What follows belongs to an exercise in optimizing a design on an open flow for small area, a short achievable clock period and few clock cycles per item; a production flow would make more cautious choices. Function was checked by simulation only, so behaviour that the tests miss may differ from the original. Power and IR drop assume default switching activity.

==> flow/design.v <==
module wallace_multi (
    input clk,
    input rst,
    input [15:0] a,
    input [15:0] b,
    output reg [31:0] p,
    output reg done
);
    wire c225;
    wire c227;
    wire c229;
    wire c231;
    wire c233;
    wire c235;
    wire c237;
    wire c239;
    wire c241;
    wire c243;
    wire c245;
    wire c249;
    wire c251;
    wire c253;
    wire c255;
    wire c259;
    wire c261;
    wire c263;
    wire c268;
    wire c271;
    wire c273;
    wire c275;
    wire c277;
    wire c282;
    wire c284;
    wire c286;
    wire c288;
    wire c290;
    wire c295;
    wire c297;
    wire c299;
    wire c301;
    wire c303;
    wire c305;
    wire c310;
    wire c312;
    wire c314;
    wire c316;
    wire c318;
    wire c323;
    wire c327;
    wire c329;
    wire c331;
    wire c333;
    wire c335;
    wire c337;
    wire c342;
    wire c345;
    wire c347;
    wire c349;
    wire c351;
    wire c353;
    wire c355;
    wire c360;
    wire c363;
    wire c365;
    wire c367;
    wire c369;
    wire c371;
    wire c373;
    wire c378;
    wire c382;
    wire c384;
    wire c386;
    wire c388;
    wire c390;
    wire c392;
    wire c394;
    wire c399;
    wire c401;
    wire c403;
    wire c405;
    wire c407;
    wire c409;
    wire c411;
    wire c416;
    wire c419;
    wire c421;
    wire c423;
    wire c425;
    wire c427;
    wire c429;
    wire c434;
    wire c437;
    wire c439;
    wire c441;
    wire c443;
    wire c445;
    wire c450;
    wire c453;
    wire c455;
    wire c457;
    wire c459;
    wire c461;
    wire c466;
    wire c469;
    wire c471;
    wire c473;
    wire c475;
    wire c480;
    wire c483;
    wire c485;
    wire c487;
    wire c489;
    wire c494;
    wire c497;
    wire c499;
    wire c501;
    wire c503;
    wire c507;
    wire c509;
    wire c511;
    wire c513;
    wire c518;
    wire c520;
    wire c522;
    wire c527;
    wire c529;
    wire c531;
    wire c536;
    wire c538;
    wire c540;
    wire c542;
    wire c544;
    wire c546;
    wire c548;
    wire n1;
    wire n2;
    wire n3;
    wire n4;
    wire n5;
    wire n6;
    wire n7;
    wire n8;
    wire n9;
    wire n10;
    wire n11;
    wire n12;
    wire n13;
    wire n14;
    wire n15;
    wire n19;
    wire n22;
    wire n24;
    wire n26;
    wire n28;
    wire n30;
    wire n32;
    wire n34;
    wire n36;
    wire n38;
    wire n40;
    wire n42;
    wire n44;
    wire n46;
    wire n48;
    wire n50;
    wire n51;
    wire n52;
    wire n55;
    wire n57;
    wire n58;
    wire n59;
    wire n60;
    wire n61;
    wire n62;
    wire n63;
    wire n64;
    wire n65;
    wire n66;
    wire n67;
    wire n68;
    wire n69;
    wire n70;
    wire n71;
    wire n72;
    wire n73;
    wire n76;
    wire n78;
    wire n79;
    wire n80;
    wire n81;
    wire n82;
    wire n83;
    wire n84;
    wire n85;
    wire n86;
    wire n87;
    wire n88;
    wire n89;
    wire n90;
    wire n91;
    wire n92;
    wire n93;
    wire n94;
    wire n97;
    wire n99;
    wire n100;
    wire n101;
    wire n102;
    wire n103;
    wire n104;
    wire n105;
    wire n106;
    wire n107;
    wire n108;
    wire n109;
    wire n110;
    wire n111;
    wire n112;
    wire n113;
    wire n114;
    wire n115;
    wire n118;
    wire n120;
    wire n121;
    wire n122;
    wire n123;
    wire n124;
    wire n125;
    wire n126;
    wire n127;
    wire n128;
    wire n129;
    wire n130;
    wire n131;
    wire n132;
    wire n133;
    wire n134;
    wire n135;
    wire n136;
    wire n139;
    wire n141;
    wire n142;
    wire n143;
    wire n144;
    wire n145;
    wire n146;
    wire n147;
    wire n148;
    wire n149;
    wire n150;
    wire n151;
    wire n152;
    wire n153;
    wire n154;
    wire n155;
    wire n156;
    wire n157;
    wire n160;
    wire n162;
    wire n163;
    wire n164;
    wire n165;
    wire n166;
    wire n167;
    wire n168;
    wire n169;
    wire n170;
    wire n171;
    wire n172;
    wire n173;
    wire n174;
    wire n175;
    wire n176;
    wire n177;
    wire n178;
    wire n181;
    wire n183;
    wire n184;
    wire n185;
    wire n186;
    wire n187;
    wire n188;
    wire n189;
    wire n190;
    wire n191;
    wire n192;
    wire n193;
    wire n194;
    wire n195;
    wire n196;
    wire n197;
    wire n198;
    wire n199;
    wire n200;
    wire n201;
    wire n202;
    wire n203;
    wire n204;
    wire n205;
    wire n206;
    wire n207;
    wire n208;
    wire n209;
    wire n210;
    wire n211;
    wire n212;
    wire n213;
    wire n214;
    wire n215;
    wire n216;
    wire n217;
    wire n218;
    wire n219;
    wire n220;
    wire n221;
    wire n222;
    wire n223;
    wire n549;
    wire n550;
    wire n551;
    wire n552;
    wire n553;
    wire n554;
    wire n555;
    wire n556;
    wire n559;
    wire n560;
    wire n562;
    wire n563;
    wire n564;
    wire n565;
    wire n566;
    wire n567;
    wire n568;
    wire n569;
    wire n570;
    wire n571;
    wire n572;
    wire n573;
    wire n574;
    wire n575;
    wire n576;
    wire n577;
    wire n578;
    wire n579;
    wire n580;
    wire n581;
    wire n582;
    wire n583;
    wire n584;
    wire n585;
    wire n586;
    wire n587;
    wire n588;
    wire n589;
    wire n590;
    wire n591;
    wire n592;
    wire n593;
    wire n594;
    wire n595;
    wire n596;
    wire n597;
    wire n598;
    wire n599;
    wire n601;
    wire n602;
    wire n603;
    wire n604;
    wire n605;
    wire n606;
    wire n607;
    wire n608;
    wire n609;
    wire n610;
    wire n611;
    wire n612;
    wire n615;
    wire n617;
    wire n618;
    wire n619;
    wire n620;
    wire n621;
    wire n622;
    wire n623;
    wire n624;
    wire n625;
    wire n626;
    wire n627;
    wire n628;
    wire n629;
    wire n630;
    wire n631;
    wire n632;
    wire n633;
    wire n634;
    wire n635;
    wire n636;
    wire n637;
    wire n640;
    wire n641;
    wire n645;
    wire n647;
    wire n648;
    wire n649;
    wire n650;
    wire n651;
    wire n652;
    wire n653;
    wire n657;
    wire n659;
    wire n663;
    wire n665;
    wire n666;
    wire n667;
    wire n668;
    wire n669;
    wire n670;
    wire n671;
    wire n673;
    wire n675;
    wire n677;
    wire n679;
    wire n682;
    wire n683;
    wire n684;
    wire n685;
    wire n687;
    wire n689;
    wire n692;
    wire n693;
    wire n694;
    wire n695;
    wire n696;
    wire n697;
    wire n698;
    wire n699;
    wire n700;
    wire n701;
    wire n704;
    wire n705;
    wire n706;
    wire n707;
    wire n708;
    wire n709;
    wire n711;
    wire n713;
    wire n714;
    wire n715;
    wire n718;
    wire n719;
    wire n722;
    wire n723;
    wire n726;
    wire n727;
    wire n728;
    wire n729;
    wire n730;
    wire n731;
    wire n732;
    wire n733;
    wire n734;
    wire n735;
    wire n736;
    wire n737;
    wire n740;
    wire n741;
    wire n743;
    wire n744;
    wire n747;
    wire n748;
    wire n751;
    wire n752;
    wire n755;
    wire n756;
    wire n759;
    wire n760;
    wire n763;
    wire n764;
    wire n767;
    wire n768;
    wire n771;
    wire n772;
    wire n775;
    wire n776;
    wire n777;
    wire n778;
    wire n779;
    wire n780;
    wire n781;
    wire n782;
    wire n783;
    wire n784;
    wire n785;
    wire n786;
    wire n787;
    wire n788;
    wire n790;
    wire n791;
    wire n793;
    wire n794;
    wire n796;
    wire n797;
    wire n799;
    wire n800;
    wire n802;
    wire n803;
    wire n805;
    wire n806;
    wire n808;
    wire n809;
    wire n811;
    wire n812;
    wire n814;
    wire n815;
    wire n817;
    reg r16;
    reg r17;
    reg r18;
    reg r20;
    reg r21;
    reg r23;
    reg r25;
    reg r27;
    reg r29;
    reg r31;
    reg r33;
    reg r35;
    reg r37;
    reg r39;
    reg r41;
    reg r43;
    reg r45;
    reg r47;
    reg r49;
    reg r53;
    reg r54;
    reg r56;
    reg r74;
    reg r75;
    reg r77;
    reg r95;
    reg r96;
    reg r98;
    reg r116;
    reg r117;
    reg r119;
    reg r137;
    reg r138;
    reg r140;
    reg r158;
    reg r159;
    reg r161;
    reg r179;
    reg r180;
    reg r182;
    reg r246;
    reg r247;
    reg r256;
    reg r257;
    reg r264;
    reg r265;
    reg r266;
    reg r269;
    reg r278;
    reg r279;
    reg r280;
    reg r291;
    reg r292;
    reg r293;
    reg r306;
    reg r307;
    reg r308;
    reg r319;
    reg r320;
    reg r321;
    reg r324;
    reg r325;
    reg r338;
    reg r339;
    reg r340;
    reg r343;
    reg r356;
    reg r357;
    reg r358;
    reg r361;
    reg r374;
    reg r375;
    reg r376;
    reg r379;
    reg r380;
    reg r395;
    reg r396;
    reg r397;
    reg r412;
    reg r413;
    reg r414;
    reg r417;
    reg r430;
    reg r431;
    reg r432;
    reg r435;
    reg r446;
    reg r447;
    reg r448;
    reg r451;
    reg r462;
    reg r463;
    reg r464;
    reg r467;
    reg r476;
    reg r477;
    reg r478;
    reg r481;
    reg r490;
    reg r491;
    reg r492;
    reg r495;
    reg r504;
    reg r505;
    reg r514;
    reg r515;
    reg r516;
    reg r523;
    reg r524;
    reg r525;
    reg r532;
    reg r533;
    reg r534;
    reg r557;
    reg r558;
    reg r561;
    reg r600;
    reg r613;
    reg r614;
    reg r616;
    reg r638;
    reg r639;
    reg r642;
    reg r643;
    reg r644;
    reg r646;
    reg r654;
    reg r655;
    reg r656;
    reg r658;
    reg r660;
    reg r661;
    reg r662;
    reg r664;
    reg r672;
    reg r674;
    reg r676;
    reg r678;
    reg r680;
    reg r681;
    reg r686;
    reg r688;
    reg r690;
    reg r691;
    reg r702;
    reg r703;
    reg r710;
    reg r712;
    reg r716;
    reg r717;
    reg r720;
    reg r721;
    reg r724;
    reg r725;
    reg r738;
    reg r739;
    reg r742;
    reg r745;
    reg r746;
    reg r749;
    reg r750;
    reg r753;
    reg r754;
    reg r757;
    reg r758;
    reg r761;
    reg r762;
    reg r765;
    reg r766;
    reg r769;
    reg r770;
    reg r773;
    reg r774;
    reg r789;
    reg r792;
    reg r795;
    reg r798;
    reg r801;
    reg r804;
    reg r807;
    reg r810;
    reg r813;
    reg r816;
    reg r818;
    reg r819;
    reg r820;
    reg r821;
    reg r822;
    reg r823;
    reg r824;
    reg r825;
    reg r826;
    reg r827;
    reg r828;
    reg r829;
    reg r830;
    reg r831;
    reg r832;
    reg r833;
    wire s224;
    wire s226;
    wire s228;
    wire s230;
    wire s232;
    wire s234;
    wire s236;
    wire s238;
    wire s240;
    wire s242;
    wire s244;
    wire s248;
    wire s250;
    wire s252;
    wire s254;
    wire s258;
    wire s260;
    wire s262;
    wire s267;
    wire s270;
    wire s272;
    wire s274;
    wire s276;
    wire s281;
    wire s283;
    wire s285;
    wire s287;
    wire s289;
    wire s294;
    wire s296;
    wire s298;
    wire s300;
    wire s302;
    wire s304;
    wire s309;
    wire s311;
    wire s313;
    wire s315;
    wire s317;
    wire s322;
    wire s326;
    wire s328;
    wire s330;
    wire s332;
    wire s334;
    wire s336;
    wire s341;
    wire s344;
    wire s346;
    wire s348;
    wire s350;
    wire s352;
    wire s354;
    wire s359;
    wire s362;
    wire s364;
    wire s366;
    wire s368;
    wire s370;
    wire s372;
    wire s377;
    wire s381;
    wire s383;
    wire s385;
    wire s387;
    wire s389;
    wire s391;
    wire s393;
    wire s398;
    wire s400;
    wire s402;
    wire s404;
    wire s406;
    wire s408;
    wire s410;
    wire s415;
    wire s418;
    wire s420;
    wire s422;
    wire s424;
    wire s426;
    wire s428;
    wire s433;
    wire s436;
    wire s438;
    wire s440;
    wire s442;
    wire s444;
    wire s449;
    wire s452;
    wire s454;
    wire s456;
    wire s458;
    wire s460;
    wire s465;
    wire s468;
    wire s470;
    wire s472;
    wire s474;
    wire s479;
    wire s482;
    wire s484;
    wire s486;
    wire s488;
    wire s493;
    wire s496;
    wire s498;
    wire s500;
    wire s502;
    wire s506;
    wire s508;
    wire s510;
    wire s512;
    wire s517;
    wire s519;
    wire s521;
    wire s526;
    wire s528;
    wire s530;
    wire s535;
    wire s537;
    wire s539;
    wire s541;
    wire s543;
    wire s545;
    wire s547;
    assign n1 = b[1] & ~b[0];
    assign n2 = b[2] ^ b[1];
    assign n3 = (b[3] & ~b[2] & ~b[1]) | (~b[3] & b[2] & b[1]);
    assign n4 = b[4] ^ b[3];
    assign n5 = (b[5] & ~b[4] & ~b[3]) | (~b[5] & b[4] & b[3]);
    assign n6 = b[6] ^ b[5];
    assign n7 = (b[7] & ~b[6] & ~b[5]) | (~b[7] & b[6] & b[5]);
    assign n8 = b[8] ^ b[7];
    assign n9 = (b[9] & ~b[8] & ~b[7]) | (~b[9] & b[8] & b[7]);
    assign n10 = b[10] ^ b[9];
    assign n11 = (b[11] & ~b[10] & ~b[9]) | (~b[11] & b[10] & b[9]);
    assign n12 = b[12] ^ b[11];
    assign n13 = (b[13] & ~b[12] & ~b[11]) | (~b[13] & b[12] & b[11]);
    assign n14 = b[14] ^ b[13];
    assign n15 = (b[15] & ~b[14] & ~b[13]) | (~b[15] & b[14] & b[13]);
    always @(posedge clk) begin
        r16 <= b[0];
        r17 <= a[0];
        r18 <= b[1];
        r20 <= a[1];
        r21 <= n1;
        r23 <= a[2];
        r25 <= a[3];
        r27 <= a[4];
        r29 <= a[5];
        r31 <= a[6];
        r33 <= a[7];
        r35 <= a[8];
        r37 <= a[9];
        r39 <= a[10];
        r41 <= a[11];
        r43 <= a[12];
        r45 <= a[13];
        r47 <= a[14];
        r49 <= a[15];
        r53 <= n2;
        r54 <= b[3];
        r56 <= n3;
        r74 <= n4;
        r75 <= b[5];
        r77 <= n5;
        r95 <= n6;
        r96 <= b[7];
        r98 <= n7;
        r116 <= n8;
        r117 <= b[9];
        r119 <= n9;
        r137 <= n10;
        r138 <= b[11];
        r140 <= n11;
        r158 <= n12;
        r159 <= b[13];
        r161 <= n13;
        r179 <= n14;
        r180 <= b[15];
        r182 <= n15;
    end
    assign n19 = (r16 & r17) ^ r18;
    mbs un22 (.one(r16), .a1(r20), .two(r21), .a0(r17), .neg(r18), .x(n22));
    mbs un24 (.one(r16), .a1(r23), .two(r21), .a0(r20), .neg(r18), .x(n24));
    mbs un26 (.one(r16), .a1(r25), .two(r21), .a0(r23), .neg(r18), .x(n26));
    mbs un28 (.one(r16), .a1(r27), .two(r21), .a0(r25), .neg(r18), .x(n28));
    mbs un30 (.one(r16), .a1(r29), .two(r21), .a0(r27), .neg(r18), .x(n30));
    mbs un32 (.one(r16), .a1(r31), .two(r21), .a0(r29), .neg(r18), .x(n32));
    mbs un34 (.one(r16), .a1(r33), .two(r21), .a0(r31), .neg(r18), .x(n34));
    mbs un36 (.one(r16), .a1(r35), .two(r21), .a0(r33), .neg(r18), .x(n36));
    mbs un38 (.one(r16), .a1(r37), .two(r21), .a0(r35), .neg(r18), .x(n38));
    mbs un40 (.one(r16), .a1(r39), .two(r21), .a0(r37), .neg(r18), .x(n40));
    mbs un42 (.one(r16), .a1(r41), .two(r21), .a0(r39), .neg(r18), .x(n42));
    mbs un44 (.one(r16), .a1(r43), .two(r21), .a0(r41), .neg(r18), .x(n44));
    mbs un46 (.one(r16), .a1(r45), .two(r21), .a0(r43), .neg(r18), .x(n46));
    mbs un48 (.one(r16), .a1(r47), .two(r21), .a0(r45), .neg(r18), .x(n48));
    mbs un50 (.one(r16), .a1(r49), .two(r21), .a0(r47), .neg(r18), .x(n50));
    assign n51 = (r21 & r49) ^ r18;
    assign n52 = ~r18;
    assign n55 = (r53 & r17) ^ r54;
    mbs un57 (.one(r53), .a1(r20), .two(r56), .a0(r17), .neg(r54), .x(n57));
    mbs un58 (.one(r53), .a1(r23), .two(r56), .a0(r20), .neg(r54), .x(n58));
    mbs un59 (.one(r53), .a1(r25), .two(r56), .a0(r23), .neg(r54), .x(n59));
    mbs un60 (.one(r53), .a1(r27), .two(r56), .a0(r25), .neg(r54), .x(n60));
    mbs un61 (.one(r53), .a1(r29), .two(r56), .a0(r27), .neg(r54), .x(n61));
    mbs un62 (.one(r53), .a1(r31), .two(r56), .a0(r29), .neg(r54), .x(n62));
    mbs un63 (.one(r53), .a1(r33), .two(r56), .a0(r31), .neg(r54), .x(n63));
    mbs un64 (.one(r53), .a1(r35), .two(r56), .a0(r33), .neg(r54), .x(n64));
    mbs un65 (.one(r53), .a1(r37), .two(r56), .a0(r35), .neg(r54), .x(n65));
    mbs un66 (.one(r53), .a1(r39), .two(r56), .a0(r37), .neg(r54), .x(n66));
    mbs un67 (.one(r53), .a1(r41), .two(r56), .a0(r39), .neg(r54), .x(n67));
    mbs un68 (.one(r53), .a1(r43), .two(r56), .a0(r41), .neg(r54), .x(n68));
    mbs un69 (.one(r53), .a1(r45), .two(r56), .a0(r43), .neg(r54), .x(n69));
    mbs un70 (.one(r53), .a1(r47), .two(r56), .a0(r45), .neg(r54), .x(n70));
    mbs un71 (.one(r53), .a1(r49), .two(r56), .a0(r47), .neg(r54), .x(n71));
    assign n72 = (r56 & r49) ^ r54;
    assign n73 = ~r54;
    assign n76 = (r74 & r17) ^ r75;
    mbs un78 (.one(r74), .a1(r20), .two(r77), .a0(r17), .neg(r75), .x(n78));
    mbs un79 (.one(r74), .a1(r23), .two(r77), .a0(r20), .neg(r75), .x(n79));
    mbs un80 (.one(r74), .a1(r25), .two(r77), .a0(r23), .neg(r75), .x(n80));
    mbs un81 (.one(r74), .a1(r27), .two(r77), .a0(r25), .neg(r75), .x(n81));
    mbs un82 (.one(r74), .a1(r29), .two(r77), .a0(r27), .neg(r75), .x(n82));
    mbs un83 (.one(r74), .a1(r31), .two(r77), .a0(r29), .neg(r75), .x(n83));
    mbs un84 (.one(r74), .a1(r33), .two(r77), .a0(r31), .neg(r75), .x(n84));
    mbs un85 (.one(r74), .a1(r35), .two(r77), .a0(r33), .neg(r75), .x(n85));
    mbs un86 (.one(r74), .a1(r37), .two(r77), .a0(r35), .neg(r75), .x(n86));
    mbs un87 (.one(r74), .a1(r39), .two(r77), .a0(r37), .neg(r75), .x(n87));
    mbs un88 (.one(r74), .a1(r41), .two(r77), .a0(r39), .neg(r75), .x(n88));
    mbs un89 (.one(r74), .a1(r43), .two(r77), .a0(r41), .neg(r75), .x(n89));
    mbs un90 (.one(r74), .a1(r45), .two(r77), .a0(r43), .neg(r75), .x(n90));
    mbs un91 (.one(r74), .a1(r47), .two(r77), .a0(r45), .neg(r75), .x(n91));
    mbs un92 (.one(r74), .a1(r49), .two(r77), .a0(r47), .neg(r75), .x(n92));
    assign n93 = (r77 & r49) ^ r75;
    assign n94 = ~r75;
    assign n97 = (r95 & r17) ^ r96;
    mbs un99 (.one(r95), .a1(r20), .two(r98), .a0(r17), .neg(r96), .x(n99));
    mbs un100 (.one(r95), .a1(r23), .two(r98), .a0(r20), .neg(r96), .x(n100));
    mbs un101 (.one(r95), .a1(r25), .two(r98), .a0(r23), .neg(r96), .x(n101));
    mbs un102 (.one(r95), .a1(r27), .two(r98), .a0(r25), .neg(r96), .x(n102));
    mbs un103 (.one(r95), .a1(r29), .two(r98), .a0(r27), .neg(r96), .x(n103));
    mbs un104 (.one(r95), .a1(r31), .two(r98), .a0(r29), .neg(r96), .x(n104));
    mbs un105 (.one(r95), .a1(r33), .two(r98), .a0(r31), .neg(r96), .x(n105));
    mbs un106 (.one(r95), .a1(r35), .two(r98), .a0(r33), .neg(r96), .x(n106));
    mbs un107 (.one(r95), .a1(r37), .two(r98), .a0(r35), .neg(r96), .x(n107));
    mbs un108 (.one(r95), .a1(r39), .two(r98), .a0(r37), .neg(r96), .x(n108));
    mbs un109 (.one(r95), .a1(r41), .two(r98), .a0(r39), .neg(r96), .x(n109));
    mbs un110 (.one(r95), .a1(r43), .two(r98), .a0(r41), .neg(r96), .x(n110));
    mbs un111 (.one(r95), .a1(r45), .two(r98), .a0(r43), .neg(r96), .x(n111));
    mbs un112 (.one(r95), .a1(r47), .two(r98), .a0(r45), .neg(r96), .x(n112));
    mbs un113 (.one(r95), .a1(r49), .two(r98), .a0(r47), .neg(r96), .x(n113));
    assign n114 = (r98 & r49) ^ r96;
    assign n115 = ~r96;
    assign n118 = (r116 & r17) ^ r117;
    mbs un120 (.one(r116), .a1(r20), .two(r119), .a0(r17), .neg(r117), .x(n120));
    mbs un121 (.one(r116), .a1(r23), .two(r119), .a0(r20), .neg(r117), .x(n121));
    mbs un122 (.one(r116), .a1(r25), .two(r119), .a0(r23), .neg(r117), .x(n122));
    mbs un123 (.one(r116), .a1(r27), .two(r119), .a0(r25), .neg(r117), .x(n123));
    mbs un124 (.one(r116), .a1(r29), .two(r119), .a0(r27), .neg(r117), .x(n124));
    mbs un125 (.one(r116), .a1(r31), .two(r119), .a0(r29), .neg(r117), .x(n125));
    mbs un126 (.one(r116), .a1(r33), .two(r119), .a0(r31), .neg(r117), .x(n126));
    mbs un127 (.one(r116), .a1(r35), .two(r119), .a0(r33), .neg(r117), .x(n127));
    mbs un128 (.one(r116), .a1(r37), .two(r119), .a0(r35), .neg(r117), .x(n128));
    mbs un129 (.one(r116), .a1(r39), .two(r119), .a0(r37), .neg(r117), .x(n129));
    mbs un130 (.one(r116), .a1(r41), .two(r119), .a0(r39), .neg(r117), .x(n130));
    mbs un131 (.one(r116), .a1(r43), .two(r119), .a0(r41), .neg(r117), .x(n131));
    mbs un132 (.one(r116), .a1(r45), .two(r119), .a0(r43), .neg(r117), .x(n132));
    mbs un133 (.one(r116), .a1(r47), .two(r119), .a0(r45), .neg(r117), .x(n133));
    mbs un134 (.one(r116), .a1(r49), .two(r119), .a0(r47), .neg(r117), .x(n134));
    assign n135 = (r119 & r49) ^ r117;
    assign n136 = ~r117;
    assign n139 = (r137 & r17) ^ r138;
    mbs un141 (.one(r137), .a1(r20), .two(r140), .a0(r17), .neg(r138), .x(n141));
    mbs un142 (.one(r137), .a1(r23), .two(r140), .a0(r20), .neg(r138), .x(n142));
    mbs un143 (.one(r137), .a1(r25), .two(r140), .a0(r23), .neg(r138), .x(n143));
    mbs un144 (.one(r137), .a1(r27), .two(r140), .a0(r25), .neg(r138), .x(n144));
    mbs un145 (.one(r137), .a1(r29), .two(r140), .a0(r27), .neg(r138), .x(n145));
    mbs un146 (.one(r137), .a1(r31), .two(r140), .a0(r29), .neg(r138), .x(n146));
    mbs un147 (.one(r137), .a1(r33), .two(r140), .a0(r31), .neg(r138), .x(n147));
    mbs un148 (.one(r137), .a1(r35), .two(r140), .a0(r33), .neg(r138), .x(n148));
    mbs un149 (.one(r137), .a1(r37), .two(r140), .a0(r35), .neg(r138), .x(n149));
    mbs un150 (.one(r137), .a1(r39), .two(r140), .a0(r37), .neg(r138), .x(n150));
    mbs un151 (.one(r137), .a1(r41), .two(r140), .a0(r39), .neg(r138), .x(n151));
    mbs un152 (.one(r137), .a1(r43), .two(r140), .a0(r41), .neg(r138), .x(n152));
    mbs un153 (.one(r137), .a1(r45), .two(r140), .a0(r43), .neg(r138), .x(n153));
    mbs un154 (.one(r137), .a1(r47), .two(r140), .a0(r45), .neg(r138), .x(n154));
    mbs un155 (.one(r137), .a1(r49), .two(r140), .a0(r47), .neg(r138), .x(n155));
    assign n156 = (r140 & r49) ^ r138;
    assign n157 = ~r138;
    assign n160 = (r158 & r17) ^ r159;
    mbs un162 (.one(r158), .a1(r20), .two(r161), .a0(r17), .neg(r159), .x(n162));
    mbs un163 (.one(r158), .a1(r23), .two(r161), .a0(r20), .neg(r159), .x(n163));
    mbs un164 (.one(r158), .a1(r25), .two(r161), .a0(r23), .neg(r159), .x(n164));
    mbs un165 (.one(r158), .a1(r27), .two(r161), .a0(r25), .neg(r159), .x(n165));
    mbs un166 (.one(r158), .a1(r29), .two(r161), .a0(r27), .neg(r159), .x(n166));
    mbs un167 (.one(r158), .a1(r31), .two(r161), .a0(r29), .neg(r159), .x(n167));
    mbs un168 (.one(r158), .a1(r33), .two(r161), .a0(r31), .neg(r159), .x(n168));
    mbs un169 (.one(r158), .a1(r35), .two(r161), .a0(r33), .neg(r159), .x(n169));
    mbs un170 (.one(r158), .a1(r37), .two(r161), .a0(r35), .neg(r159), .x(n170));
    mbs un171 (.one(r158), .a1(r39), .two(r161), .a0(r37), .neg(r159), .x(n171));
    mbs un172 (.one(r158), .a1(r41), .two(r161), .a0(r39), .neg(r159), .x(n172));
    mbs un173 (.one(r158), .a1(r43), .two(r161), .a0(r41), .neg(r159), .x(n173));
    mbs un174 (.one(r158), .a1(r45), .two(r161), .a0(r43), .neg(r159), .x(n174));
    mbs un175 (.one(r158), .a1(r47), .two(r161), .a0(r45), .neg(r159), .x(n175));
    mbs un176 (.one(r158), .a1(r49), .two(r161), .a0(r47), .neg(r159), .x(n176));
    assign n177 = (r161 & r49) ^ r159;
    assign n178 = ~r159;
    assign n181 = (r179 & r17) ^ r180;
    mbs un183 (.one(r179), .a1(r20), .two(r182), .a0(r17), .neg(r180), .x(n183));
    mbs un184 (.one(r179), .a1(r23), .two(r182), .a0(r20), .neg(r180), .x(n184));
    mbs un185 (.one(r179), .a1(r25), .two(r182), .a0(r23), .neg(r180), .x(n185));
    mbs un186 (.one(r179), .a1(r27), .two(r182), .a0(r25), .neg(r180), .x(n186));
    mbs un187 (.one(r179), .a1(r29), .two(r182), .a0(r27), .neg(r180), .x(n187));
    mbs un188 (.one(r179), .a1(r31), .two(r182), .a0(r29), .neg(r180), .x(n188));
    mbs un189 (.one(r179), .a1(r33), .two(r182), .a0(r31), .neg(r180), .x(n189));
    mbs un190 (.one(r179), .a1(r35), .two(r182), .a0(r33), .neg(r180), .x(n190));
    mbs un191 (.one(r179), .a1(r37), .two(r182), .a0(r35), .neg(r180), .x(n191));
    mbs un192 (.one(r179), .a1(r39), .two(r182), .a0(r37), .neg(r180), .x(n192));
    mbs un193 (.one(r179), .a1(r41), .two(r182), .a0(r39), .neg(r180), .x(n193));
    mbs un194 (.one(r179), .a1(r43), .two(r182), .a0(r41), .neg(r180), .x(n194));
    mbs un195 (.one(r179), .a1(r45), .two(r182), .a0(r43), .neg(r180), .x(n195));
    mbs un196 (.one(r179), .a1(r47), .two(r182), .a0(r45), .neg(r180), .x(n196));
    mbs un197 (.one(r179), .a1(r49), .two(r182), .a0(r47), .neg(r180), .x(n197));
    assign n198 = (r182 & r49) ^ r180;
    assign n199 = ~r180;
    assign n200 = r180 & r17;
    assign n201 = r180 & r20;
    assign n202 = r180 & r23;
    assign n203 = r180 & r25;
    assign n204 = r180 & r27;
    assign n205 = r180 & r29;
    assign n206 = r180 & r31;
    assign n207 = r180 & r33;
    assign n208 = r180 & r35;
    assign n209 = r180 & r37;
    assign n210 = r180 & r39;
    assign n211 = r180 & r41;
    assign n212 = r180 & r43;
    assign n213 = r180 & r45;
    assign n214 = r180 & r47;
    assign n215 = r180 & r49;
    assign n216 = ~n201;
    assign n217 = ~n201;
    assign n218 = ~n204;
    assign n219 = ~n206;
    assign n220 = ~n208;
    assign n221 = ~n210;
    assign n222 = ~n212;
    assign n223 = ~n214;
    mha us224 (.a(r54), .b(n24), .s(s224), .co(c225));
    mha us226 (.a(n26), .b(n57), .s(s226), .co(c227));
    mfa us228 (.a(r75), .b(n28), .c(n58), .s(s228), .co(c229));
    mha us230 (.a(n76), .b(c227), .s(s230), .co(c231));
    mfa us232 (.a(n30), .b(n59), .c(n78), .s(s232), .co(c233));
    mfa us234 (.a(c229), .b(s232), .c(c231), .s(s234), .co(c235));
    mfa us236 (.a(r96), .b(n32), .c(n60), .s(s236), .co(c237));
    mfa us238 (.a(n79), .b(n97), .c(c233), .s(s238), .co(c239));
    mha us240 (.a(s236), .b(s238), .s(s240), .co(c241));
    mfa us242 (.a(n34), .b(n61), .c(n80), .s(s242), .co(c243));
    mfa us244 (.a(n99), .b(c237), .c(s242), .s(s244), .co(c245));
    mfa us250 (.a(r117), .b(n36), .c(n62), .s(s250), .co(c251));
    mfa us252 (.a(n81), .b(n100), .c(n118), .s(s252), .co(c253));
    mfa us254 (.a(c243), .b(s250), .c(s252), .s(s254), .co(c255));
    mfa us260 (.a(n38), .b(n63), .c(n82), .s(s260), .co(c261));
    mfa us262 (.a(n101), .b(n120), .c(c251), .s(s262), .co(c263));
    mfa us272 (.a(r138), .b(n40), .c(n64), .s(s272), .co(c273));
    mfa us274 (.a(n83), .b(n102), .c(n121), .s(s274), .co(c275));
    mfa us276 (.a(n139), .b(c261), .c(s272), .s(s276), .co(c277));
    mfa us285 (.a(n42), .b(n65), .c(n84), .s(s285), .co(c286));
    mfa us287 (.a(n103), .b(n122), .c(n141), .s(s287), .co(c288));
    mfa us289 (.a(c273), .b(c275), .c(s285), .s(s289), .co(c290));
    mfa us298 (.a(r159), .b(n44), .c(n66), .s(s298), .co(c299));
    mfa us300 (.a(n85), .b(n104), .c(n123), .s(s300), .co(c301));
    mfa us302 (.a(n142), .b(n160), .c(c286), .s(s302), .co(c303));
    mfa us304 (.a(c288), .b(s298), .c(s300), .s(s304), .co(c305));
    mfa us313 (.a(n46), .b(n67), .c(n86), .s(s313), .co(c314));
    mfa us315 (.a(n105), .b(n124), .c(n143), .s(s315), .co(c316));
    mfa us317 (.a(n162), .b(c299), .c(c301), .s(s317), .co(c318));
    mfa us330 (.a(r180), .b(n48), .c(n68), .s(s330), .co(c331));
    mfa us332 (.a(n87), .b(n106), .c(n125), .s(s332), .co(c333));
    mfa us334 (.a(n144), .b(n163), .c(n181), .s(s334), .co(c335));
    mfa us336 (.a(c314), .b(c316), .c(s330), .s(s336), .co(c337));
    mfa us348 (.a(n50), .b(n69), .c(n88), .s(s348), .co(c349));
    mfa us350 (.a(n107), .b(n126), .c(n145), .s(s350), .co(c351));
    mfa us352 (.a(n164), .b(n183), .c(c331), .s(s352), .co(c353));
    mfa us354 (.a(c333), .b(c335), .c(s348), .s(s354), .co(c355));
    mfa us366 (.a(n200), .b(n51), .c(n70), .s(s366), .co(c367));
    mfa us368 (.a(n89), .b(n108), .c(n127), .s(s368), .co(c369));
    mfa us370 (.a(n146), .b(n165), .c(n184), .s(s370), .co(c371));
    mfa us372 (.a(c349), .b(c351), .c(s366), .s(s372), .co(c373));
    mfa us385 (.a(n52), .b(n216), .c(n71), .s(s385), .co(c386));
    mfa us387 (.a(n90), .b(n109), .c(n128), .s(s387), .co(c388));
    mfa us389 (.a(n147), .b(n166), .c(n185), .s(s389), .co(c390));
    mfa us391 (.a(c367), .b(c369), .c(c371), .s(s391), .co(c392));
    mfa us393 (.a(s385), .b(s387), .c(s389), .s(s393), .co(c394));
    mfa us402 (.a(n202), .b(n217), .c(n72), .s(s402), .co(c403));
    mfa us404 (.a(n91), .b(n110), .c(n129), .s(s404), .co(c405));
    mfa us406 (.a(n148), .b(n167), .c(n186), .s(s406), .co(c407));
    mfa us408 (.a(c386), .b(c388), .c(c390), .s(s408), .co(c409));
    mfa us410 (.a(s402), .b(s404), .c(s406), .s(s410), .co(c411));
    mfa us420 (.a(n73), .b(n203), .c(n201), .s(s420), .co(c421));
    mfa us422 (.a(s420), .b(n92), .c(n111), .s(s422), .co(c423));
    mfa us424 (.a(n130), .b(n149), .c(n168), .s(s424), .co(c425));
    mfa us426 (.a(n187), .b(c403), .c(c405), .s(s426), .co(c427));
    mfa us428 (.a(c407), .b(s422), .c(s424), .s(s428), .co(c429));
    mfa us438 (.a(n218), .b(c421), .c(n93), .s(s438), .co(c439));
    mfa us440 (.a(n112), .b(n131), .c(n150), .s(s440), .co(c441));
    mfa us442 (.a(n169), .b(n188), .c(c423), .s(s442), .co(c443));
    mfa us444 (.a(c425), .b(s438), .c(s440), .s(s444), .co(c445));
    mfa us454 (.a(n94), .b(n205), .c(n204), .s(s454), .co(c455));
    mfa us456 (.a(s454), .b(n113), .c(n132), .s(s456), .co(c457));
    mfa us458 (.a(n151), .b(n170), .c(n189), .s(s458), .co(c459));
    mfa us460 (.a(c439), .b(c441), .c(s456), .s(s460), .co(c461));
    mfa us470 (.a(n219), .b(c455), .c(n114), .s(s470), .co(c471));
    mfa us472 (.a(n133), .b(n152), .c(n171), .s(s472), .co(c473));
    mfa us474 (.a(n190), .b(c457), .c(c459), .s(s474), .co(c475));
    mfa us484 (.a(n115), .b(n207), .c(n206), .s(s484), .co(c485));
    mfa us486 (.a(s484), .b(n134), .c(n153), .s(s486), .co(c487));
    mfa us488 (.a(n172), .b(n191), .c(c471), .s(s488), .co(c489));
    mfa us498 (.a(n220), .b(c485), .c(n135), .s(s498), .co(c499));
    mfa us500 (.a(n154), .b(n173), .c(n192), .s(s500), .co(c501));
    mfa us502 (.a(c487), .b(s498), .c(s500), .s(s502), .co(c503));
    mfa us508 (.a(n136), .b(n209), .c(n208), .s(s508), .co(c509));
    mfa us510 (.a(s508), .b(n155), .c(n174), .s(s510), .co(c511));
    mfa us512 (.a(n193), .b(c499), .c(c501), .s(s512), .co(c513));
    mfa us519 (.a(n221), .b(c509), .c(n156), .s(s519), .co(c520));
    mfa us521 (.a(n175), .b(n194), .c(c511), .s(s521), .co(c522));
    mfa us528 (.a(n157), .b(n211), .c(n210), .s(s528), .co(c529));
    mfa us530 (.a(s528), .b(n176), .c(n195), .s(s530), .co(c531));
    mfa us537 (.a(n222), .b(c529), .c(n177), .s(s537), .co(c538));
    mfa us539 (.a(n196), .b(c531), .c(s537), .s(s539), .co(c540));
    mfa us541 (.a(n178), .b(n213), .c(n212), .s(s541), .co(c542));
    mfa us543 (.a(s541), .b(n197), .c(c538), .s(s543), .co(c544));
    mfa us545 (.a(n223), .b(c542), .c(n198), .s(s545), .co(c546));
    mfa us547 (.a(n199), .b(n215), .c(n214), .s(s547), .co(c548));
    assign n549 = n19 & r18;
    assign n550 = n19 ^ r18;
    assign n551 = n55 & s224;
    assign n552 = n55 ^ s224;
    assign n553 = c225 & s226;
    assign n554 = c225 ^ s226;
    assign n555 = s228 & s230;
    assign n556 = s228 ^ s230;
    assign n603 = c540 & s543;
    assign n604 = c540 ^ s543;
    assign n605 = c544 & s545;
    assign n606 = c544 ^ s545;
    assign n607 = c546 & s547;
    assign n608 = c546 ^ s547;
    assign n609 = n22 & n549;
    assign n610 = n22 & n550;
    assign n611 = n553 | (n554 & n551);
    assign n612 = n554 & n552;
    assign n648 = n611 | (n612 & n609);
    assign n649 = n612 & n610;
    assign n728 = n551 | (n552 & n609);
    assign n729 = n552 & n610;
    assign n777 = n22 ^ n549;
    assign n778 = n552 ^ n609;
    assign n779 = n554 ^ n728;
    always @(posedge clk) begin
        r246 <= c239;
        r247 <= s244;
        r256 <= c245;
        r257 <= s254;
        r264 <= c253;
        r265 <= s260;
        r266 <= c255;
        r269 <= s262;
        r278 <= s274;
        r279 <= c263;
        r280 <= s276;
        r291 <= s287;
        r292 <= c277;
        r293 <= s289;
        r306 <= c290;
        r307 <= s302;
        r308 <= s304;
        r319 <= s313;
        r320 <= s315;
        r321 <= c303;
        r324 <= c305;
        r325 <= s317;
        r338 <= s332;
        r339 <= s334;
        r340 <= c318;
        r343 <= s336;
        r356 <= s350;
        r357 <= c337;
        r358 <= s352;
        r361 <= s354;
        r374 <= s368;
        r375 <= s370;
        r376 <= c353;
        r379 <= c355;
        r380 <= s372;
        r395 <= c373;
        r396 <= s391;
        r397 <= s393;
        r412 <= c392;
        r413 <= c394;
        r414 <= s408;
        r417 <= s410;
        r430 <= c409;
        r431 <= c411;
        r432 <= s426;
        r435 <= s428;
        r446 <= c427;
        r447 <= c429;
        r448 <= s442;
        r451 <= s444;
        r462 <= s458;
        r463 <= c443;
        r464 <= c445;
        r467 <= s460;
        r476 <= s470;
        r477 <= s472;
        r478 <= c461;
        r481 <= s474;
        r490 <= c473;
        r491 <= s486;
        r492 <= c475;
        r495 <= s488;
        r504 <= c489;
        r505 <= s502;
        r514 <= s510;
        r515 <= c503;
        r516 <= s512;
        r523 <= s519;
        r524 <= c513;
        r525 <= s521;
        r532 <= c520;
        r533 <= s530;
        r534 <= c522;
        r557 <= c235;
        r558 <= s240;
        r561 <= c241;
        r600 <= s539;
        r613 <= s234;
        r614 <= n555;
        r616 <= n556;
        r638 <= n603;
        r639 <= n604;
        r642 <= n607;
        r643 <= n608;
        r644 <= n605;
        r646 <= n606;
        r672 <= n648;
        r674 <= n649;
        r818 <= n550;
        r820 <= n777;
        r822 <= n778;
        r824 <= n779;
    end
    mha us248 (.a(r246), .b(r247), .s(s248), .co(c249));
    mha us258 (.a(r256), .b(r257), .s(s258), .co(c259));
    mfa us267 (.a(r264), .b(r265), .c(r266), .s(s267), .co(c268));
    mha us270 (.a(r269), .b(c259), .s(s270), .co(c271));
    mfa us281 (.a(r278), .b(r279), .c(r280), .s(s281), .co(c282));
    mfa us283 (.a(c268), .b(s281), .c(c271), .s(s283), .co(c284));
    mfa us294 (.a(r291), .b(r292), .c(r293), .s(s294), .co(c295));
    mha us296 (.a(c282), .b(s294), .s(s296), .co(c297));
    mfa us309 (.a(r306), .b(r307), .c(r308), .s(s309), .co(c310));
    mha us311 (.a(c295), .b(s309), .s(s311), .co(c312));
    mfa us322 (.a(r319), .b(r320), .c(r321), .s(s322), .co(c323));
    mfa us326 (.a(r324), .b(r325), .c(c310), .s(s326), .co(c327));
    mha us328 (.a(s322), .b(c312), .s(s328), .co(c329));
    mfa us341 (.a(r338), .b(r339), .c(r340), .s(s341), .co(c342));
    mfa us344 (.a(r343), .b(c323), .c(s341), .s(s344), .co(c345));
    mfa us346 (.a(c327), .b(s344), .c(c329), .s(s346), .co(c347));
    mfa us359 (.a(r356), .b(r357), .c(r358), .s(s359), .co(c360));
    mfa us362 (.a(r361), .b(c342), .c(s359), .s(s362), .co(c363));
    mha us364 (.a(c345), .b(s362), .s(s364), .co(c365));
    mfa us377 (.a(r374), .b(r375), .c(r376), .s(s377), .co(c378));
    mfa us381 (.a(r379), .b(r380), .c(c360), .s(s381), .co(c382));
    mfa us383 (.a(s377), .b(c363), .c(s381), .s(s383), .co(c384));
    mfa us398 (.a(r395), .b(r396), .c(r397), .s(s398), .co(c399));
    mfa us400 (.a(c378), .b(s398), .c(c382), .s(s400), .co(c401));
    mfa us415 (.a(r412), .b(r413), .c(r414), .s(s415), .co(c416));
    mfa us418 (.a(r417), .b(c399), .c(s415), .s(s418), .co(c419));
    mfa us433 (.a(r430), .b(r431), .c(r432), .s(s433), .co(c434));
    mfa us436 (.a(r435), .b(c416), .c(s433), .s(s436), .co(c437));
    mfa us449 (.a(r446), .b(r447), .c(r448), .s(s449), .co(c450));
    mfa us452 (.a(r451), .b(c434), .c(s449), .s(s452), .co(c453));
    mfa us465 (.a(r462), .b(r463), .c(r464), .s(s465), .co(c466));
    mfa us468 (.a(r467), .b(c450), .c(s465), .s(s468), .co(c469));
    mfa us479 (.a(r476), .b(r477), .c(r478), .s(s479), .co(c480));
    mfa us482 (.a(r481), .b(c466), .c(s479), .s(s482), .co(c483));
    mfa us493 (.a(r490), .b(r491), .c(r492), .s(s493), .co(c494));
    mfa us496 (.a(r495), .b(c480), .c(s493), .s(s496), .co(c497));
    mfa us506 (.a(r504), .b(r505), .c(c494), .s(s506), .co(c507));
    mfa us517 (.a(r514), .b(r515), .c(r516), .s(s517), .co(c518));
    mfa us526 (.a(r523), .b(r524), .c(r525), .s(s526), .co(c527));
    mfa us535 (.a(r532), .b(r533), .c(r534), .s(s535), .co(c536));
    assign n559 = r557 & r558;
    assign n560 = r557 ^ r558;
    assign n562 = r561 & s248;
    assign n563 = r561 ^ s248;
    assign n564 = c249 & s258;
    assign n565 = c249 ^ s258;
    assign n566 = s267 & s270;
    assign n567 = s267 ^ s270;
    assign n568 = c284 & s296;
    assign n569 = c284 ^ s296;
    assign n570 = c297 & s311;
    assign n571 = c297 ^ s311;
    assign n572 = s326 & s328;
    assign n573 = s326 ^ s328;
    assign n574 = c347 & s364;
    assign n575 = c347 ^ s364;
    assign n576 = c365 & s383;
    assign n577 = c365 ^ s383;
    assign n578 = c384 & s400;
    assign n579 = c384 ^ s400;
    assign n580 = c401 & s418;
    assign n581 = c401 ^ s418;
    assign n582 = c419 & s436;
    assign n583 = c419 ^ s436;
    assign n584 = c437 & s452;
    assign n585 = c437 ^ s452;
    assign n586 = c453 & s468;
    assign n587 = c453 ^ s468;
    assign n588 = c469 & s482;
    assign n589 = c469 ^ s482;
    assign n590 = c483 & s496;
    assign n591 = c483 ^ s496;
    assign n592 = c497 & s506;
    assign n593 = c497 ^ s506;
    assign n594 = c507 & s517;
    assign n595 = c507 ^ s517;
    assign n596 = c518 & s526;
    assign n597 = c518 ^ s526;
    assign n598 = c527 & s535;
    assign n599 = c527 ^ s535;
    assign n601 = c536 & r600;
    assign n602 = c536 ^ r600;
    assign n615 = r613 & r614;
    assign n617 = r613 & r616;
    assign n618 = n562 | (n563 & n559);
    assign n619 = n563 & n560;
    assign n620 = n566 | (n567 & n564);
    assign n621 = n567 & n565;
    assign n622 = n569 & s283;
    assign n623 = n572 | (n573 & n570);
    assign n624 = n573 & n571;
    assign n625 = n575 & s346;
    assign n626 = n578 | (n579 & n576);
    assign n627 = n579 & n577;
    assign n628 = n582 | (n583 & n580);
    assign n629 = n583 & n581;
    assign n630 = n586 | (n587 & n584);
    assign n631 = n587 & n585;
    assign n632 = n590 | (n591 & n588);
    assign n633 = n591 & n589;
    assign n634 = n594 | (n595 & n592);
    assign n635 = n595 & n593;
    assign n636 = n598 | (n599 & n596);
    assign n637 = n599 & n597;
    assign n640 = r638 | (r639 & n601);
    assign n641 = r639 & n602;
    assign n645 = r642 | (r643 & r644);
    assign n647 = r643 & r646;
    assign n650 = n618 | (n619 & n615);
    assign n651 = n619 & n617;
    assign n652 = n568 | (n622 & n620);
    assign n653 = n622 & n621;
    assign n666 = n632 | (n633 & n630);
    assign n667 = n633 & n631;
    assign n668 = n636 | (n637 & n634);
    assign n669 = n637 & n635;
    assign n670 = n645 | (n647 & n640);
    assign n671 = n647 & n641;
    assign n673 = n650 | (n651 & r672);
    assign n675 = n651 & r674;
    assign n684 = n670 | (n671 & n668);
    assign n685 = n671 & n669;
    assign n698 = n652 | (n653 & n673);
    assign n699 = n653 & n675;
    assign n706 = n615 | (n617 & r672);
    assign n707 = n617 & r674;
    assign n708 = n620 | (n621 & n673);
    assign n709 = n621 & n675;
    assign n730 = r614 | (r616 & r672);
    assign n731 = r616 & r674;
    assign n732 = n559 | (n560 & n706);
    assign n733 = n560 & n707;
    assign n734 = n564 | (n565 & n673);
    assign n735 = n565 & n675;
    assign n736 = s283 & n708;
    assign n737 = s283 & n709;
    assign n780 = r616 ^ r672;
    assign n781 = r613 ^ n730;
    assign n782 = n560 ^ n706;
    assign n783 = n563 ^ n732;
    assign n784 = n565 ^ n673;
    assign n785 = n567 ^ n734;
    assign n786 = s283 ^ n708;
    assign n787 = n569 ^ n736;
    always @(posedge clk) begin
        r654 <= n574;
        r655 <= n625;
        r656 <= n623;
        r658 <= n624;
        r660 <= n628;
        r661 <= n629;
        r662 <= n626;
        r664 <= n627;
        r676 <= n652;
        r678 <= n653;
        r680 <= n666;
        r681 <= n667;
        r686 <= n673;
        r688 <= n675;
        r690 <= n684;
        r691 <= n685;
        r702 <= n668;
        r703 <= n669;
        r710 <= n698;
        r712 <= n699;
        r716 <= n630;
        r717 <= n631;
        r720 <= n634;
        r721 <= n635;
        r724 <= n640;
        r725 <= n641;
        r738 <= n570;
        r739 <= n571;
        r742 <= s346;
        r745 <= n576;
        r746 <= n577;
        r749 <= n580;
        r750 <= n581;
        r753 <= n584;
        r754 <= n585;
        r757 <= n588;
        r758 <= n589;
        r761 <= n592;
        r762 <= n593;
        r765 <= n596;
        r766 <= n597;
        r769 <= n601;
        r770 <= n602;
        r773 <= r644;
        r774 <= r646;
        r789 <= n573;
        r792 <= n575;
        r795 <= n579;
        r798 <= n583;
        r801 <= n587;
        r804 <= n591;
        r807 <= n595;
        r810 <= n599;
        r813 <= r639;
        r816 <= r643;
        r819 <= r818;
        r821 <= r820;
        r823 <= r822;
        r825 <= r824;
        r826 <= n780;
        r827 <= n781;
        r828 <= n782;
        r829 <= n783;
        r830 <= n784;
        r831 <= n785;
        r832 <= n786;
        r833 <= n787;
    end
    assign n657 = r654 | (r655 & r656);
    assign n659 = r655 & r658;
    assign n663 = r660 | (r661 & r662);
    assign n665 = r661 & r664;
    assign n677 = n657 | (n659 & r676);
    assign n679 = n659 & r678;
    assign n682 = r680 | (r681 & n663);
    assign n683 = r681 & n665;
    assign n687 = n677 | (n679 & r686);
    assign n689 = n679 & r688;
    assign n692 = r690 | (r691 & n682);
    assign n693 = r691 & n683;
    assign n694 = n692 | (n693 & n687);
    assign n695 = n693 & n689;
    assign n696 = n682 | (n683 & n687);
    assign n697 = n683 & n689;
    assign n700 = n663 | (n665 & n687);
    assign n701 = n665 & n689;
    assign n704 = r702 | (r703 & n696);
    assign n705 = r703 & n697;
    assign n711 = r656 | (r658 & r710);
    assign n713 = r658 & r712;
    assign n714 = r662 | (r664 & n687);
    assign n715 = r664 & n689;
    assign n718 = r716 | (r717 & n700);
    assign n719 = r717 & n701;
    assign n722 = r720 | (r721 & n696);
    assign n723 = r721 & n697;
    assign n726 = r724 | (r725 & n704);
    assign n727 = r725 & n705;
    assign n740 = r738 | (r739 & r710);
    assign n741 = r739 & r712;
    assign n743 = r742 & n711;
    assign n744 = r742 & n713;
    assign n747 = r745 | (r746 & n687);
    assign n748 = r746 & n689;
    assign n751 = r749 | (r750 & n714);
    assign n752 = r750 & n715;
    assign n755 = r753 | (r754 & n700);
    assign n756 = r754 & n701;
    assign n759 = r757 | (r758 & n718);
    assign n760 = r758 & n719;
    assign n763 = r761 | (r762 & n696);
    assign n764 = r762 & n697;
    assign n767 = r765 | (r766 & n722);
    assign n768 = r766 & n723;
    assign n771 = r769 | (r770 & n704);
    assign n772 = r770 & n705;
    assign n775 = r773 | (r774 & n726);
    assign n776 = r774 & n727;
    assign n788 = r739 ^ r710;
    assign n790 = r789 ^ n740;
    assign n791 = r742 ^ n711;
    assign n793 = r792 ^ n743;
    assign n794 = r746 ^ n687;
    assign n796 = r795 ^ n747;
    assign n797 = r750 ^ n714;
    assign n799 = r798 ^ n751;
    assign n800 = r754 ^ n700;
    assign n802 = r801 ^ n755;
    assign n803 = r758 ^ n718;
    assign n805 = r804 ^ n759;
    assign n806 = r762 ^ n696;
    assign n808 = r807 ^ n763;
    assign n809 = r766 ^ n722;
    assign n811 = r810 ^ n767;
    assign n812 = r770 ^ n704;
    assign n814 = r813 ^ n771;
    assign n815 = r774 ^ n726;
    assign n817 = r816 ^ n775;
    always @(posedge clk) p <= {n817, n815, n814, n812, n811, n809, n808, n806, n805, n803, n802, n800, n799, n797, n796, n794, n793, n791, n790, n788, r833, r832, r831, r830, r829, r828, r827, r826, r825, r823, r821, r819};
    reg [2:0] v;
    always @(posedge clk or negedge rst) begin
        if (!rst) begin
            v <= 3'b0;
            done <= 1'b0;
        end else begin
            v <= {v[1:0], 1'b1};
            done <= v[2];
        end
    end
endmodule
module mfa (input a, input b, input c, output s, output co);
    assign s = a ^ b ^ c;
    assign co = (a & b) | (a & c) | (b & c);
endmodule
module mha (input a, input b, output s, output co);
    assign s = a ^ b;
    assign co = a & b;
endmodule
module mbs (input one, input a1, input two, input a0, input neg, output x);
    wire m;
    ma22o u0 (.a(one), .b(a1), .c(two), .d(a0), .y(m));
    mxor u1 (.a(m), .b(neg), .y(x));
endmodule
module ma22o (input a, input b, input c, input d, output y);
    assign y = (a & b) | (c & d);
endmodule
module mxor (input a, input b, output y);
    assign y = a ^ b;
endmodule
==> flow/flow/run.sh <==
#!/bin/bash
set -euo pipefail
export BUFFER_PORTS_ARGS="-buffer_cell sky130_fd_sc_hd__buf_2"
bash standard.sh finish > orfs_make.log 2>&1
==> flow/standard.sh <==
#!/bin/bash
# synth_recipe.tcl (not shown) runs the flow's synth.tcl, then flattens the netlist and writes it again
# the make line also repeats each setting of config.mk as NAME=value (left out here)
make -C /OpenROAD-flow-scripts/flow DESIGN_CONFIG=/design/flow/config.mk WORK_HOME=/design/flow/orfs CLKGATE_MAP_FILE= SYNTH_SCRIPT=/design/flow/synth_recipe.tcl "${@:-finish}"
==> flow/config.mk <==
export PLATFORM = sky130hd
export DESIGN_NAME = wallace_multi
export DESIGN_NICKNAME = wallace_multi
export VERILOG_FILES = /design/flow/design.v
export SDC_FILE = /design/flow/constraint.sdc
export NUM_CORES = 4
export LEC_CHECK = 0
export CAP_MARGIN = 20
export CORE_MARGIN = 2
export CORE_UTILIZATION = 40
export CTS_BUF_LIST = sky130_fd_sc_hd__clkbuf_8
export CTS_CLUSTER_DIAMETER = 80
export CTS_CLUSTER_SIZE = 16
export SETUP_SLACK_MARGIN = 1.8
export SLEW_MARGIN = 20
export SYNTH_HIERARCHICAL = 1
==> flow/constraint.sdc <==
create_clock -name core_clock -period 4.0 [get_ports {clk}]
set_input_delay 0.8000 -clock core_clock [delete_from_list [all_inputs] [get_ports {clk}]]
set_output_delay 0.8000 -clock core_clock [all_outputs]
set_load 0.01 [all_outputs]
==> summary.txt, run 1 <==
Htree depth -> 1
Fmax achieved -> 452 MHz
Routed vias -> 6517
Starting Density -> 40.4%
Pwr Density -> 742 mW/mm^2
Final min period -> 2.21 ns
CP endpoint kind -> flip-flop
Synth Area per Inst -> 13.2 sq um
Drt total wl -> 23500 um
Leakage Power -> 5.43 nW
Fin crit share -> 55.3%
Layout area overhead -> 14.5%
Reg-to-reg slack, setup -> 1.79 ns
Layout Skew -> 0.0268 ns
Switching share of power -> 35.7%
Number of synthesized flops with an enable pin -> 0
DP Wirelength -> 15900 um
GRT Residual Overflow -> 0
Post-Syn Nets -> 1019
Synth top area share -> 41.7%
Total Power -> 9.17 mW
Largest registers -> p (32), v (3)
Initial antenna violation count -> 0
Max FFs per register -> 32
First-pass GRT wire length -> 38900 um
Final antenna-violating net count -> 0
Hold wc startpoint -> r819
Pre-CTS WS -> 1.45 ns
Dominant synthesized flop cell -> dfxtp_1
Crit path required time -> 4.42 ns
Die Ht -> 168 um
Ys async rst share -> 1.75%
Outcome -> finished clean
R2R cell count -> 5
Synth warn -> 7
# DRC -> 0
Crit path DAT -> 2.63 ns
Layout Cells excl Fill -> 1277
Startpoint Class -> flip-flop
Reg2reg start -> r180
Sequential area share after synthesis -> 42.7%
Sum of negative setup slack -> 0 ns
Clock Sink Count -> 229
Vias in the first global route -> 7095
Placed insts -> 1224
Core Region -> 0.0267 sq mm
Syn Std Cell Area -> 0.0108 sq mm
Reg clk slew, reported paths -> 0.11 ns
Hold path endpoint -> p[0]
Int Pwr -> 5.90 mW
Final hold slack -> 0.314 ns
Setup violators final -> 0
Cell count after synthesis -> 816
Fill cell count -> 2449
Core Util, Final -> 46.2%
Fin worst setup slack -> 1.79 ns
Die width -> 168 um
# diodes -> 0
Total track usage -> 17.3%
Worst setup path class -> reg -> reg
TritonCTS clock tree -> yes
CTS Buf Count -> 18
Clk buf depth -> 3
Hold Path Class -> reg -> reg
R2r endpoint -> r435
Row count -> 60
Fin. Hold Viols -> 0
Cell accounting for the most synthesized area -> dfxtp_1
Nets -> 1135
Layout cells sized above 1 -> 20.6%
Max-cap violations -> 0
Vias/cell -> 5.10
DR pass1 iterations -> 5
RSZ-0062 raised after global routing -> yes
Placement-stage cell area -> 0.0116 sq mm
Power share of the clock group -> 13.0%
Worst-skew pair later-pin latency -> 0.54 ns
Cell variety after synth -> 32
Die area -> 0.0283 sq mm
Yosys reg bits -> 229
Routed length per instance -> 18.4 um
Largest net degree at the start of global routing -> 20
# IOs -> 67
Count leader, synth -> dfxtp_1
Seq pwr share -> 41.1%
CP max FO -> 5
DRT iter0 DRCs -> 464
Most instantiated cells after synthesis -> 225 x dfxtp_1, 133 x xor2_1, 120 x a22o_1, 118 x fa_1, 51 x ha_1
CTS root buffer -> clkbuf_8
Top post-synthesis cells by area -> dfxtp_1 42%, fa_1 22%, xor2_1 11%
VDD IR-drop max -> 338 uV
Slew Viols, Final -> 0
Most flops, register -> p
I/O Buffers -> 66
Hold Path Depth -> 0
Final instance area -> 0.0124 sq mm
RePlAce Congestion -> 0.838
Power share of the combinational group -> 45.9%
Switching pwr -> 3.27 mW
==> repair_timing <==
action,CTS,global route
gates cloned,0,0
buffers inserted,10,18
hold endpoints to repair,1,0
pin swaps,5,10
resized for setup,58,22
setup endpoints to repair,58,18
hold buffers,1,0
==> Yosys stat by module (local to each module, per instance), excerpt <==
| module | flip-flops and latches | times used | cells inside |
|---|---|---|---|
| mha | 0 | 11 | 1 |
| mxor | 0 | 120 | 1 |
| ma22o | 0 | 120 | 1 |
| mfa | 0 | 115 | 1 |
| wallace_multi | 229 | 1 | 450 |
==> worst max-delay path by stage <==
stage | from | end | slack (ns) | depth (start not counted)
2_1_floorplan | r180 | r435 | 1.62 | 7
3_3_place_gp | r138 | r639 | 1.50 | 5
3_5_place_dp | r138 | r639 | 1.45 | 5
4_1_cts | r20 | r435 | 1.76 | 6
5_1_grt | r27 | r467 | 1.73 | 6
6_report | r180 | r435 | 1.79 | 5
==> cell usage in the layout, fill, tap and decap left out, types with 8 or more instances in the layout <==
| cell type | n |
|---|---|
| dfxtp_1 | 182 |
| xor2_1 | 133 |
| a22o_1 | 120 |
| fa_1 | 105 |
| buf_2 | 66 |
| ha_1 | 49 |
| xnor2_1 | 26 |
| buf_4 | 25 |
| nand2_1 | 23 |
| dfxtp_4 | 22 |
| dfxtp_2 | 21 |
| clkbuf_8 | 20 |
| a21o_1 | 17 |
| and2_1 | 15 |
| inv_1 | 15 |
| fa_2 | 13 |
| nor2_1 | 11 |
| nand2b_1 | 8 |
| o21ai_0 | 8 |
==> worst max-delay path, cell delays in order, from the launching register on <==
cell and delay [ns]:
dfxtp_4 0.40, buf_12 0.13, and2_1 0.15, fa_2 0.55, fa_1 0.43, fa_1 0.43
==> cell families (layout without fill, tap and decap cells) <==
kind of cell | Yosys count | count (layout) | synth area share, %
AOI/OAI and AO/OA | 159 | 159 | 12.2
buffers and inverters | 21 | 141 | 0.754
other | 1 | 1 | 0.0347
DFF | 229 | 229 | 42.7
and+or+nand+nor | 78 | 78 | 3.67
xor gates and xnor gates | 159 | 159 | 12.9
adders and majority gates | 169 | 169 | 27.8
==> final cells by class <==
| cell class | count | area (sq um) | share of cell area [%] |
|---|---|---|---|
| multi-input cells | 566 | 6190 | 50.1 |
| flip-flops and latches | 229 | 4710 | 38.1 |
| repair buffers | 100 | 663 | 5.37 |
| well taps | 341 | 427 | 3.45 |
| clock buffers | 20 | 275 | 2.23 |
| inverters | 17 | 63.8 | 0.516 |
| clock inverters | 4 | 22.5 | 0.182 |
==> power groups by stage <==
stage / registers [mW] / clock network, mW / logic, mW
finish: 3.77 / 1.19 / 4.21
global route: 3.88 / 1.33 / 4.95
CTS: 3.79 / 1.26 / 4.21
detailed placement: 3.86 / 0 / 4.00
global placement: 3.83 / 0 / 3.95
floorplan: 3.81 / 0 / 2.75
==> per-layer routing <==
metal	global-route usage (%)	vias to the layer above	wire length [um]
li1	-	3011	-
met1	24.1	3245	10800
met2	27.4	213	10600
met3	2.84	48	1420
met4	5.77	0	643
met5	0	-	0
Testbench counts, summed over its fixed seeds: cycles 16,024, items 16,000.
==> inputs of run 2 (changes only) <==
==> flow/flow/run.sh (replaced) <==
#!/bin/bash
set -euo pipefail
export BUFFER_PORTS_ARGS="-buffer_cell sky130_fd_sc_hd__buf_1"
bash standard.sh finish > orfs_make.log 2>&1
==> run 2 against run 1 <==
  * Largest cell class unchanged
  * Synthesized cell count is the same
  * Design area shrank 0.68%
  * Combinational power shrank 2%
  * Critical endpoint unchanged
  * Global-route usage shrank 0.50 points
  * Highest routed layer unchanged
==> summary.txt, run 2 <==
VDD IR-drop max -> 339 uV (was 338 uV)
Leakage Power -> 5.26 nW (was 5.43 nW)
Synth warn -> 7 (unchanged)
# diodes -> 0 (unchanged)
DR pass1 iterations -> 5 (unchanged)
Crit path DAT -> 2.59 ns (was 2.63 ns)
Power share of the clock group -> 14.1% (was 13.0%)
RSZ-0062 raised after global routing -> yes (unchanged)
Setup violators final -> 0 (unchanged)
Power share of the combinational group -> 45.0% (was 45.9%)
I/O Buffers -> 66 (unchanged)
DP Wirelength -> 15800 um (was 15900 um)
Max-cap violations -> 0 (unchanged)
CTS root buffer -> clkbuf_8 (unchanged)
Final antenna-violating net count -> 0 (unchanged)
Hold Path Class -> in -> async (was reg -> reg)
Commonest cells after routing, fill and taps aside -> 183 x dfxtp_1, 133 x xor2_1, 120 x a22o_1 (was 182 x dfxtp_1, 133 x xor2_1, 120 x a22o_1)
Sequential area share after synthesis -> 42.7% (unchanged)
Fin crit share -> 54.7% (was 55.3%)
Ys async rst share -> 1.75% (unchanged)
Die area -> 0.0283 sq mm (unchanged)
GRT Residual Overflow -> 0 (unchanged)
Max FFs per register -> 32 (unchanged)
Crit path required time -> 4.40 ns (was 4.42 ns)
Yosys reg bits -> 229 (unchanged)
Dominant synthesized flop cell -> dfxtp_1 (unchanged)
CP endpoint kind -> flip-flop (unchanged)
Clock Sink Count -> 229 (unchanged)
Final instance area -> 0.0123 sq mm (was 0.0124 sq mm)
Number of synthesized flops with an enable pin -> 0 (unchanged)
Synth top area share -> 41.7% (unchanged)
Most flops, register -> p (unchanged)
Fmax achieved -> 457 MHz (was 452 MHz)
Placed insts -> 1224 (unchanged)
Slew Viols, Final -> 0 (unchanged)
Final min period -> 2.19 ns (was 2.21 ns)
Count leader, synth -> dfxtp_1 (unchanged)
Outcome -> finished clean (unchanged)
Syn Std Cell Area -> 0.0108 sq mm (unchanged)
Clk buf depth -> 3 (unchanged)
Int Pwr -> 5.96 mW (was 5.90 mW)
Most instantiated cells after synthesis -> 225 x dfxtp_1, 133 x xor2_1, 120 x a22o_1, 118 x fa_1, 51 x ha_1 (unchanged)
Starting Density -> 40.4% (unchanged)
Post-Syn Nets -> 1019 (unchanged)
Htree depth -> 1 (unchanged)
TritonCTS clock tree -> yes (unchanged)
Largest registers -> p (32), v (3) (unchanged)
Vias/cell -> 5.02 (was 5.10)
Commonest non-fill, non-tap cell in the layout -> dfxtp_1 (unchanged)
Startpoint Class -> flip-flop (unchanged)
RePlAce Congestion -> 0.843 (was 0.838)
Initial antenna violation count -> 0 (unchanged)
Layout Cells excl Fill -> 1277 (unchanged)
Total Power -> 9.20 mW (was 9.17 mW)
Row count -> 60 (unchanged)
Worst setup path class -> reg -> reg (unchanged)
Seq pwr share -> 40.9% (was 41.1%)
Layout cells sized above 1 -> 13.1% (was 20.6%)
Pwr Density -> 750 mW/mm^2 (was 742 mW/mm^2)
Die Ht -> 168 um (unchanged)
First-pass GRT wire length -> 37500 um (was 38900 um)
DRT iter0 DRCs -> 381 (was 464)
Routed length per instance -> 17.9 um (was 18.4 um)
# IOs -> 67 (unchanged)
CTS Buf Count -> 18 (unchanged)
Total track usage -> 16.8% (was 17.3%)
Nets -> 1135 (unchanged)
Cell variety after synth -> 32 (unchanged)
Cell accounting for the most synthesized area -> dfxtp_1 (unchanged)
Layout Skew -> 0.0138 ns (was 0.0268 ns)
Routed vias -> 6411 (was 6517)
Switching share of power -> 35.2% (was 35.7%)
Core Region -> 0.0267 sq mm (unchanged)
Cell count after synthesis -> 816 (unchanged)
Layout area overhead -> 13.7% (was 14.5%)
Worst-skew pair later-pin latency -> 0.52 ns (was 0.54 ns)
# DRC -> 0 (unchanged)
CP max FO -> 13 (was 5)
Top post-synthesis cells by area -> dfxtp_1 42%, fa_1 22%, xor2_1 11% (unchanged)
Reg clk slew, reported paths -> 0.10 ns (was 0.11 ns)
Fin. Hold Viols -> 0 (unchanged)
Placement-stage cell area -> 0.0115 sq mm (was 0.0116 sq mm)
Largest net degree at the start of global routing -> 20 (unchanged)
Die width -> 168 um (unchanged)
Sum of negative setup slack -> 0 ns (unchanged)
Synth Area per Inst -> 13.2 sq um (unchanged)
Vias in the first global route -> 6792 (was 7095)
Drt total wl -> 22900 um (was 23500 um)
Switching pwr -> 3.24 mW (was 3.27 mW)
==> run 2: changes by cell type in the layout (fill, tap and decap cells not counted), sizes merged <==
cell / delta
buf: +1
bufinv: +2
dlygate4sd3: -1
inv: -2
==> run 2: area by class of cell <==
type,instances,area [sq um]
clock inverters,4,67.6
clock buffers,20,275
flip-flops and latches,229,4700
repair buffers,100,551
well taps,341,427
inverters,17,63.8
multi-input cells,566,6180
fillers,2429,14500
==> run 2: layer usage <==
layer | share of wire, % | track usage [%] | routed length [um] | vias to the layer above
li1 | - | - | - | 3015
met1 | 46 | 23.3 | 10600 | 3193
met4 | 2.5 | 5.43 | 568 | 0
met3 | 5.7 | 2.77 | 1300 | 33
met5 | 0 | 0 | 0 | -
met2 | 45 | 26.7 | 10400 | 170
==> run 2: final timing paths <==
check	from	to	slack, ns	cells past startpoint
min in group core_clock	r820	r821	0.33	0
setup / recovery	r25	r435	1.81	5
hold / removal	rst	v[2]	0.08	1
setup reg to reg	r25	r435	1.81	5
max in group asynchronous	rst	v[0]	3.74	1
hold reg to reg	r820	r821	0.33	0
==> run 2: cells by family (layout without fill, tap and decap cells) <==
kind of cell    count (synthesis)  count (layout)  synth area share (%)
simple gates                   78              78                  3.67
compound gates                159             159                  12.2
flops                         229             229                  42.7
buf+inv                        21             141                 0.754
other cells                     1               1                0.0347
xor+xnor                      159             159                  12.9
fa+ha+maj                     169             169                  27.8
==> run 2: per-stage QoR <==
stage                     setup slack, ns  hold WS (ns)  util [%]
after floorplan                      1.62         0.310         -
after global placement               1.50         0.310      43.2
after detailed placement             1.48         0.312      43.2
after CTS                            1.79        0.0447      45.1
after global routing                 1.74        0.0595      45.9
final                                1.81        0.0844      45.9
==> run 2: Yosys stat by module (local to each module, per instance), excerpt <==
| module | area, sq um | copies in the design | flops+latches | cells |
|---|---|---|---|---|
| ma22o | 8.76 | 120 | 0 | 1 |
| mfa | 20.0 | 115 | 0 | 1 |
| mha | 12.5 | 11 | 0 | 1 |
| mxor | 8.76 | 120 | 0 | 1 |
| wallace_multi | 6250 | 1 | 229 | 450 |
==> run 2: critical path, cell delays in order (launching register included) <==
cell and delay [ns]:
dfxtp_1 0.33, buf_8 0.15, and2_1 0.18, fa_1 0.52, fa_1 0.44, fa_1 0.45
==> run 2: what timing repair did <==
item                       4_1_cts  5_1_grt
pin swaps                        2        6
setup endpoints to repair       58       19
resized for setup               48       18
hold buffers                     0        0
buffers inserted                 7       22
==> run 2: power by group through the flow <==
stage	logic [mW]	clock network (mW)	registers (mW)
floorplan	2.75	0	3.81
global placement	3.90	0	3.84
detailed placement	3.95	0	3.86
CTS	4.15	1.37	3.80
global route	4.89	1.46	3.87
finish	4.14	1.30	3.76

## static timing again, ports no longer ideal
The results above use ideal ports. As a check the final layouts listed here were re-extracted and re-timed, cells and wires unchanged.
Step 1: set_driving_cell puts a clkbuf_16 on clk and a buf_2 on each other input, an assumption about the parent block.
Step 2, shift: input delay + t, output delay - t, t = (earliest + latest rising clock arrival at the registers) / 2. This alone moves slack from input paths to output paths.
Slacks: ideal ports / drivers / drivers and shift; pairs: ideal ports / drivers.
| run | shift t [ns] | setup slack, ns | worst setup path after step 2 | latest minus earliest clock arrival (ns) |
|---|---|---|---|---|
| run 1 | 0.571 | 1.788 / 1.788 / 1.788 | register to register | 0.027 / 0.027 |
| run 2 | 0.558 | 1.813 / 1.813 / 1.813 | register to register | 0.014 / 0.014 |
After both steps setup and hold are still met in every run listed.
